Background: an optimization exercise with open tools, aiming at small area, a short achievable clock period and few clock cycles. Do not read the settings as production practice. The RTL was checked by simulation tests, not by an equivalence proof against the original design. Power is estimated from default activity; no workload was simulated.

--- flow/run.sh ---
#!/bin/bash
# synth_recipe.tcl (not shown) runs the flow's synth.tcl, then flattens the netlist and writes it again
# the make line also repeats each setting of config.mk as NAME=value (left out here)
make -C /OpenROAD-flow-scripts/flow DESIGN_CONFIG=/design/flow/config.mk WORK_HOME=/design/flow/orfs CLKGATE_MAP_FILE= SYNTH_SCRIPT=/design/flow/synth_recipe.tcl finish
--- flow/config.mk ---
export PLATFORM = sky130hd
export DESIGN_NAME = rle
export DESIGN_NICKNAME = rle
export VERILOG_FILES = /design/flow/design.v
export SDC_FILE = /design/flow/constraint.sdc
export NUM_CORES = 4
export LEC_CHECK = 0
export CAP_MARGIN = 20
export CORE_MARGIN = 2
export CORE_UTILIZATION = 40
export SLEW_MARGIN = 20
--- flow/constraint.sdc ---
create_clock -name core_clock -period 4.5 [get_ports {clk}]
set_input_delay 0.9000 -clock core_clock [delete_from_list [all_inputs] [get_ports {clk}]]
set_output_delay 0.9000 -clock core_clock [all_outputs]
set_load 0.01 [all_outputs]
--- flow/design.v ---
module rle (
    clk,
    nreset,
    start,
    message_addr,
    message_size,
    rle_addr,
    rle_size,
    done,
    port_A_data_in,
    port_A_data_out,
    port_A_addr,
    port_A_we
    );
input   clk;
input   nreset;
input   start;
input   [31:0] message_addr;
input   [31:0] message_size;
input   [31:0] rle_addr;
input   [31:0] port_A_data_out;
output reg [31:0] port_A_data_in;
output  [15:0] port_A_addr;
output reg port_A_we;
output  [31:0] rle_size;
output  done;
reg        busy;        
reg        rnew;        
reg        dpend;       
reg        dlast;       
reg        flush;       
reg [13:0] rleft;       
reg [1:0]  lastidx;     
reg [13:0] raddr;
reg [13:0] waddr;
reg [7:0]  v;           
reg [7:0]  c;           
reg        have;        
reg [15:0] rem;
reg        rem_v;
reg        rem_2;       
reg        rem_last;    
reg [15:0] pend;        
reg        pend_v;
reg [15:0] rs;          
assign done = ~busy;
assign rle_size = {16'd0, rs};
assign port_A_addr = {port_A_we ? waddr : raddr, 2'b00};
wire        act = rem_v | dpend;
wire [31:0] s   = rem_v ? {16'd0, rem} : port_A_data_out;
wire [1:0]  last = rem_v ? {1'b0, rem_2} : (dlast ? lastidx : 2'd3);
wire        slast = rem_v ? rem_last : dlast;    
wire [7:0] s0 = s[7:0];
wire [7:0] s1 = s[15:8];
wire [7:0] s2 = s[23:16];
wire [7:0] s3 = s[31:24];
wire eq0 = (s0 == v);
wire eq1 = (s1 == s0);
wire eq2 = (s2 == s1);
wire eq3 = (s3 == s2);
wire cap0 = (c == 8'd255);
wire cap1 = (c == 8'd254) & eq0;
wire cap2 = (c == 8'd253) & eq0 & eq1;
wire cap3 = (c == 8'd252) & eq0 & eq1 & eq2;
wire [3:0] bnd;
assign bnd[0] = have & (~eq0 | cap0);
assign bnd[1] = (last >= 2'd1) & (~eq1 | cap1);
assign bnd[2] = (last >= 2'd2) & (~eq2 | cap2);
assign bnd[3] = (last == 2'd3) & (~eq3 | cap3);
reg [1:0] nb;           
reg [1:0] i1, i2, i3;   
always @(*) begin
    nb = 2'd0; i1 = 2'd0; i2 = 2'd0; i3 = 2'd0;
    case (bnd)
    4'b0000: begin nb = 2'd0; end
    4'b0001: begin nb = 2'd1; i1 = 2'd0; end
    4'b0010: begin nb = 2'd1; i1 = 2'd1; end
    4'b0100: begin nb = 2'd1; i1 = 2'd2; end
    4'b1000: begin nb = 2'd1; i1 = 2'd3; end
    4'b0011: begin nb = 2'd2; i1 = 2'd0; i2 = 2'd1; end
    4'b0101: begin nb = 2'd2; i1 = 2'd0; i2 = 2'd2; end
    4'b1001: begin nb = 2'd2; i1 = 2'd0; i2 = 2'd3; end
    4'b0110: begin nb = 2'd2; i1 = 2'd1; i2 = 2'd2; end
    4'b1010: begin nb = 2'd2; i1 = 2'd1; i2 = 2'd3; end
    4'b1100: begin nb = 2'd2; i1 = 2'd2; i2 = 2'd3; end
    4'b0111: begin nb = 2'd3; i1 = 2'd0; i2 = 2'd1; i3 = 2'd2; end
    4'b1011: begin nb = 2'd3; i1 = 2'd0; i2 = 2'd1; i3 = 2'd3; end
    4'b1101: begin nb = 2'd3; i1 = 2'd0; i2 = 2'd2; i3 = 2'd3; end
    4'b1110: begin nb = 2'd3; i1 = 2'd1; i2 = 2'd2; i3 = 2'd3; end
    4'b1111: begin nb = 2'd3; i1 = 2'd0; i2 = 2'd1; i3 = 2'd2; end
    endcase
end
function [7:0] sel;
    input [31:0] w;
    input [1:0]  i;
    case (i)
    2'd0: sel = w[7:0];
    2'd1: sel = w[15:8];
    2'd2: sel = w[23:16];
    default: sel = w[31:24];
    endcase
endfunction
wire [7:0]  veff = have ? v : s0;           
wire [15:0] p1 = {veff, c + {6'd0, i1}};    
wire [15:0] p2 = {sel(s, i1), {6'd0, i2 - i1}};    
reg  [1:0]  k;          
reg  [15:0] q1, q2;
always @(*) begin
    k = 2'd0; q1 = p1; q2 = p2;
    if (act) begin
        k = (nb == 2'd3) ? 2'd2 : nb;
    end else if (flush) begin
        k = 2'd1; q1 = {v, c};
    end
end
reg        out;         
reg [31:0] ow;
reg [15:0] pend_n;
reg        pend_vn;
always @(*) begin
    out = 1'b0; ow = {q1, pend}; pend_n = pend; pend_vn = pend_v;
    if (flush & ~act) begin
        out = 1'b1;
        ow = pend_v ? {q1, pend} : {16'd0, q1};
        pend_vn = 1'b0;
    end else if (k == 2'd1) begin
        if (pend_v) begin
            out = 1'b1; ow = {q1, pend}; pend_vn = 1'b0;
        end else begin
            pend_n = q1; pend_vn = 1'b1;
        end
    end else if (k == 2'd2) begin
        out = 1'b1;
        if (pend_v) begin
            ow = {q1, pend}; pend_n = q2;
        end else
            ow = {q2, q1};
    end
end
always @(posedge clk or negedge nreset) begin
    if (!nreset) begin
        busy <= 1'b0;
        rnew <= 1'b0;
        dpend <= 1'b0;
        rem_v <= 1'b0;
        flush <= 1'b0;
        port_A_we <= 1'b0;
    end else if (!busy) begin
        port_A_we <= 1'b0;
        rem_v <= 1'b0;
        dpend <= 1'b0;
        flush <= 1'b0;
        if (start) begin
            busy <= 1'b1;
            rnew <= 1'b1;
        end else
            rnew <= 1'b0;
    end else begin
        port_A_we <= out;
        rnew <= ~out & (rleft != 14'd0) & ~(rnew & (rleft == 14'd1));
        dpend <= rnew | (dpend & rem_v);
        rem_v <= act & (nb == 2'd3);
        flush <= (act & slast & (nb != 2'd3)) | (flush & act);
        if (flush & ~act)
            busy <= 1'b0;
    end
end
always @(posedge clk) begin
    if (!busy) begin
        raddr <= message_addr[15:2];
        waddr <= rle_addr[15:2];
        rleft <= message_size[15:2] + {13'd0, message_size[1:0] != 2'd0};
        lastidx <= message_size[1:0] - 2'd1;
        c <= 8'd0;
        have <= 1'b0;
        pend_v <= 1'b0;
        if (start)
            rs <= 16'd0;
    end else begin
        if (rnew) begin
            raddr <= raddr + 14'd1;
            rleft <= rleft - 14'd1;
        end
        if (port_A_we)
            waddr <= waddr + 14'd1;
        if (rnew)
            dlast <= (rleft == 14'd1);
        if (act) begin
            have <= 1'b1;
            case (nb)
            2'd0: begin v <= veff; c <= c + {6'd0, last} + 8'd1; end
            2'd1: begin v <= sel(s, i1); c <= {6'd0, last - i1} + 8'd1; end
            2'd2: begin v <= sel(s, i2); c <= {6'd0, last - i2} + 8'd1; end
            default: begin v <= sel(s, i2); c <= {6'd0, i3 - i2}; end
            endcase
        end
        if (act & (nb == 2'd3)) begin
            rem <= (i3 == 2'd2) ? s[31:16] : {8'd0, s3};
            rem_2 <= (i3 == 2'd2) & (last == 2'd3);
            rem_last <= slast;
        end
        pend <= pend_n;
        pend_v <= pend_vn;
        if (out)
            port_A_data_in <= ow;
        rs <= rs + {13'd0, k, 1'b0};
    end
end
endmodule
==> metrics.yaml <==
fin_crit_ns: 4.632
start_util_pct: 40.45
holdWs_ns: 0.5377
hold_class: "reg -> reg"
power.share.clock_pct: 11.7
pre_cts_slack_ns: -0.8425
synth_warnings: 1
arrival_ns: 4.93
ys_async_sr_fraction_pct: 4.000
grt_pass1_wl_um: 45950
final_hold_viol_count: 0
grt_overflow_total: 0
grt_pass1_vias: 8751
clkSinkCount: 150
area_growth_pct: 44.78
power_frac_comb_pct: 61.9
layout_commonest_cell: "buf_4"
ys_types: 75
crit_fanout: 2
placed_cells: 1633
switching_share_pct: 41.27
crit_path_max_incr_delay_ns: 0.33
drtAntennaViolNets: 0
worst_pin_slew_ns: 0.7946
setup_tns_ns: -0.1658
synth_cells: 1069
p_leak_nw: 5.793
io_pins: 213
synth_seq_cells: 150
layout.cells.most_common_list: "buf_4, edfxtp_1, clkdlybuf4s50_1, nor2_1, nand2_1"
maxCapViolCount: 0
grt_max_degree: 80
ys.flop_type: "edfxtp_1"
cts_root_buffer: "clkbuf_16"
htreeDepth: 4
power.total_mw: 12.61
cts_tree: "yes"
core_area_um2: 25040
report.final.setup_viol: 2
crit_buf_inv: 28
antenna_found_initial: 0
clk_latency_ns: 0.43
crit_type: "in -> reg"
p_per_area_nw_per_um2: 859.9
final_nets: 1540
fp.dieW_um: 163.1
diodes: 0
drive_gt1_share_pct: 27.16
die_h_um: 163.1
first_pass_iters: 5
vias: 9149
maxSlewHeadroom_pct: 46.96
synth_area_um2: 10130
avgSynthCellArea_um2: 9.475
required_ns: 4.79
drtIter0Drc: 659
p_int_mw: 7.406
port-buffer-count: 141
synth-seq-area-share_pct: 43.19
fmax_ghz: 0.2159
so_faults: "setup timing"
p_seq_share_pct: 26.3
num_rows: 58
viasPerCell: 5.313
gp_congestion: 0.8758
numCtsBuffers: 17
path_common_cell: "buf_4"
setup_slack_ns: -0.1315
holdBufCountCts: 0
p_sw_mw: 5.204
slowest_stage: "dlygate4sd2_1"
wl_per_cell_um: 17.51
grt_util_all_layers_pct: 22.20
cpLargestDelayFamily: "buffers and inverters"
peakVddDrop_mv: 0.3489
clk_pin_slew_ns: 0.07
fin_crit_sh_pct: 102.9
endpoint_kind: "register"
maxSlewViolCount: 0
clockBufferDepth: 2
die_area_um2: 26610
drt-total-wl_um: 30160
post-dp-hpwl_um: 20850
grt_setup_unrepaired: "yes"
startpoint_type: "input pin"
status: "failed layout checks"
detail_route.drc_violations: 0
synth_edf_count: 134
fin_cells: 1722
finalClockSkew_ns: 0.01195
## timing repair
action | in CTS | in global routing
buffers inserted | 38 | 18
setup endpoints to repair | 96 | 97
pin swaps | 24 | 31
cloned | 0 | 2
gates resized for setup | 69 | 86
hold endpoints to repair | 0 | 0
## final cells by class
| type | instances | area [µm²] |
|---|---|---|
| fillers | 2171 | 10370 |
| multi-input cells | 820 | 5949 |
| flip-flops and latches | 150 | 4375 |
| repair buffers | 350 | 3156 |
| clock buffers | 17 | 425.4 |
| well taps | 330 | 412.9 |
| clock inverters | 15 | 187.7 |
| inverters | 40 | 157.7 |
## worst min-delay path, stage by stage (launching register included)
cell,delay [ns]
dfrtp_1,0.35
a21oi_1,0.07
nor2_1,0.08
## power by group through the flow
stage,logic (mW),registers [mW],clock network (mW)
final,7.81,3.32,1.48
after detailed placement,6.52,3.30,0
after floorplan,3.88,3.21,0
after global routing,8.48,3.40,1.56
after global placement,6.44,3.29,0
after CTS,6.93,3.29,1.51
## routing by layer
metal  part of all wire [%]  global-route usage [%]
met5                      0                       0
met3                    5.3                   3.758
met2                     47                   35.96
met1                     44                   29.59
met4                    3.8                   9.051
## path summary, 6_finish.rpt
check                                    from    end  slack [ns]  depth (start not counted)
max reg2reg                             rem_v   v[5]       -0.08                         32
min in group asynchronous              nreset   busy        0.73                          1
max                        port_A_data_out[5]   v[5]       -0.13                         31
min reg2reg                             dpend  dpend        0.54                          2
min                                     dpend  dpend        0.54                          2
max in group asynchronous              nreset   busy        3.51                          1
## cell families (layout without fill, tap and decap cells)
| logic type | after synthesis | in the layout | share of synthesized area (%) |
|---|---|---|---|
| and+or+nand+nor | 390 | 390 | 18.21 |
| AOI/OAI and AO/OA | 214 | 214 | 13.37 |
| DFF | 150 | 150 | 43.19 |
| buffers and inverters | 117 | 422 | 5.262 |
| xor gates and xnor gates | 105 | 105 | 9.154 |
| muxes | 62 | 62 | 6.856 |
| adders and majority gates | 30 | 30 | 3.928 |
| other | 1 | 19 | 0.03702 |
## metrics by stage
step | instance area, µm² | utilization, %
floorplan | 10330 | -
global placement | 12960 | 51.75
detailed placement | 12960 | 51.75
CTS | 14070 | 56.21
global route | 14660 | 58.57
finish | 14660 | 58.57
## state kept, by name, indices dropped and copies added, names as in the netlist, 2 cells and up
| name | flops |
|---|---|
| waddr | 14 |
| raddr | 14 |
| rleft | 14 |
| rs | 15 |
| v | 8 |
| rem | 16 |
| c | 8 |
| lastidx | 2 |
| pend | 16 |
| port_A_data_in | 32 |
## Yosys cell counts (9+ instances only)
cell type | number | area share (%)
edfxtp_1 | 134 | 40
nor2_1 | 120 | 4.4
nand2_1 | 110 | 4.1
buf_4 | 20 | 1.5
inv_1 | 39 | 1.4
and2_1 | 17 | 1.1
ha_1 | 27 | 3.3
clkbuf_1 | 46 | 1.7
nor3_1 | 21 | 1.0
a21oi_1 | 85 | 4.2
nand2b_1 | 12 | 0.74
nor4_1 | 9 | 0.56
o22ai_1 | 9 | 0.56
mux2_2 | 32 | 3.6
nand4_1 | 14 | 0.86
mux2i_1 | 25 | 2.5
xnor2_1 | 66 | 5.7
o21ai_0 | 42 | 2.1
and3_1 | 17 | 1.1
nand3_1 | 41 | 2.0
dfxtp_1 | 10 | 2.0
xor2_1 | 38 | 3.3
Testbench counts, summed over its fixed seeds: cycles 6,590.

-- re-timing with driven ports --
The results above use ideal ports. As a check the final layout listed here was re-extracted and re-timed, cells and wires unchanged.
Step 1 assumes that a clkbuf_16 drives the clock port and a buf_2 every other input.
Step 2 times the ports against the registers' clock, not the clock port: input delays grow and output delays shrink by t, the midpoint of the rising clock arrivals with the driver on.
Three values: ideal ports, drivers, drivers and shift; two values: the first two.
t, ns: 0.472
setup slack, ns: -0.132 / -0.120 / -0.592
slew at the worst register clock pin (ns): 0.07 / 0.07
The setup slack of this run moves by +0.012 ns with the drivers and by -0.460 ns with both steps.
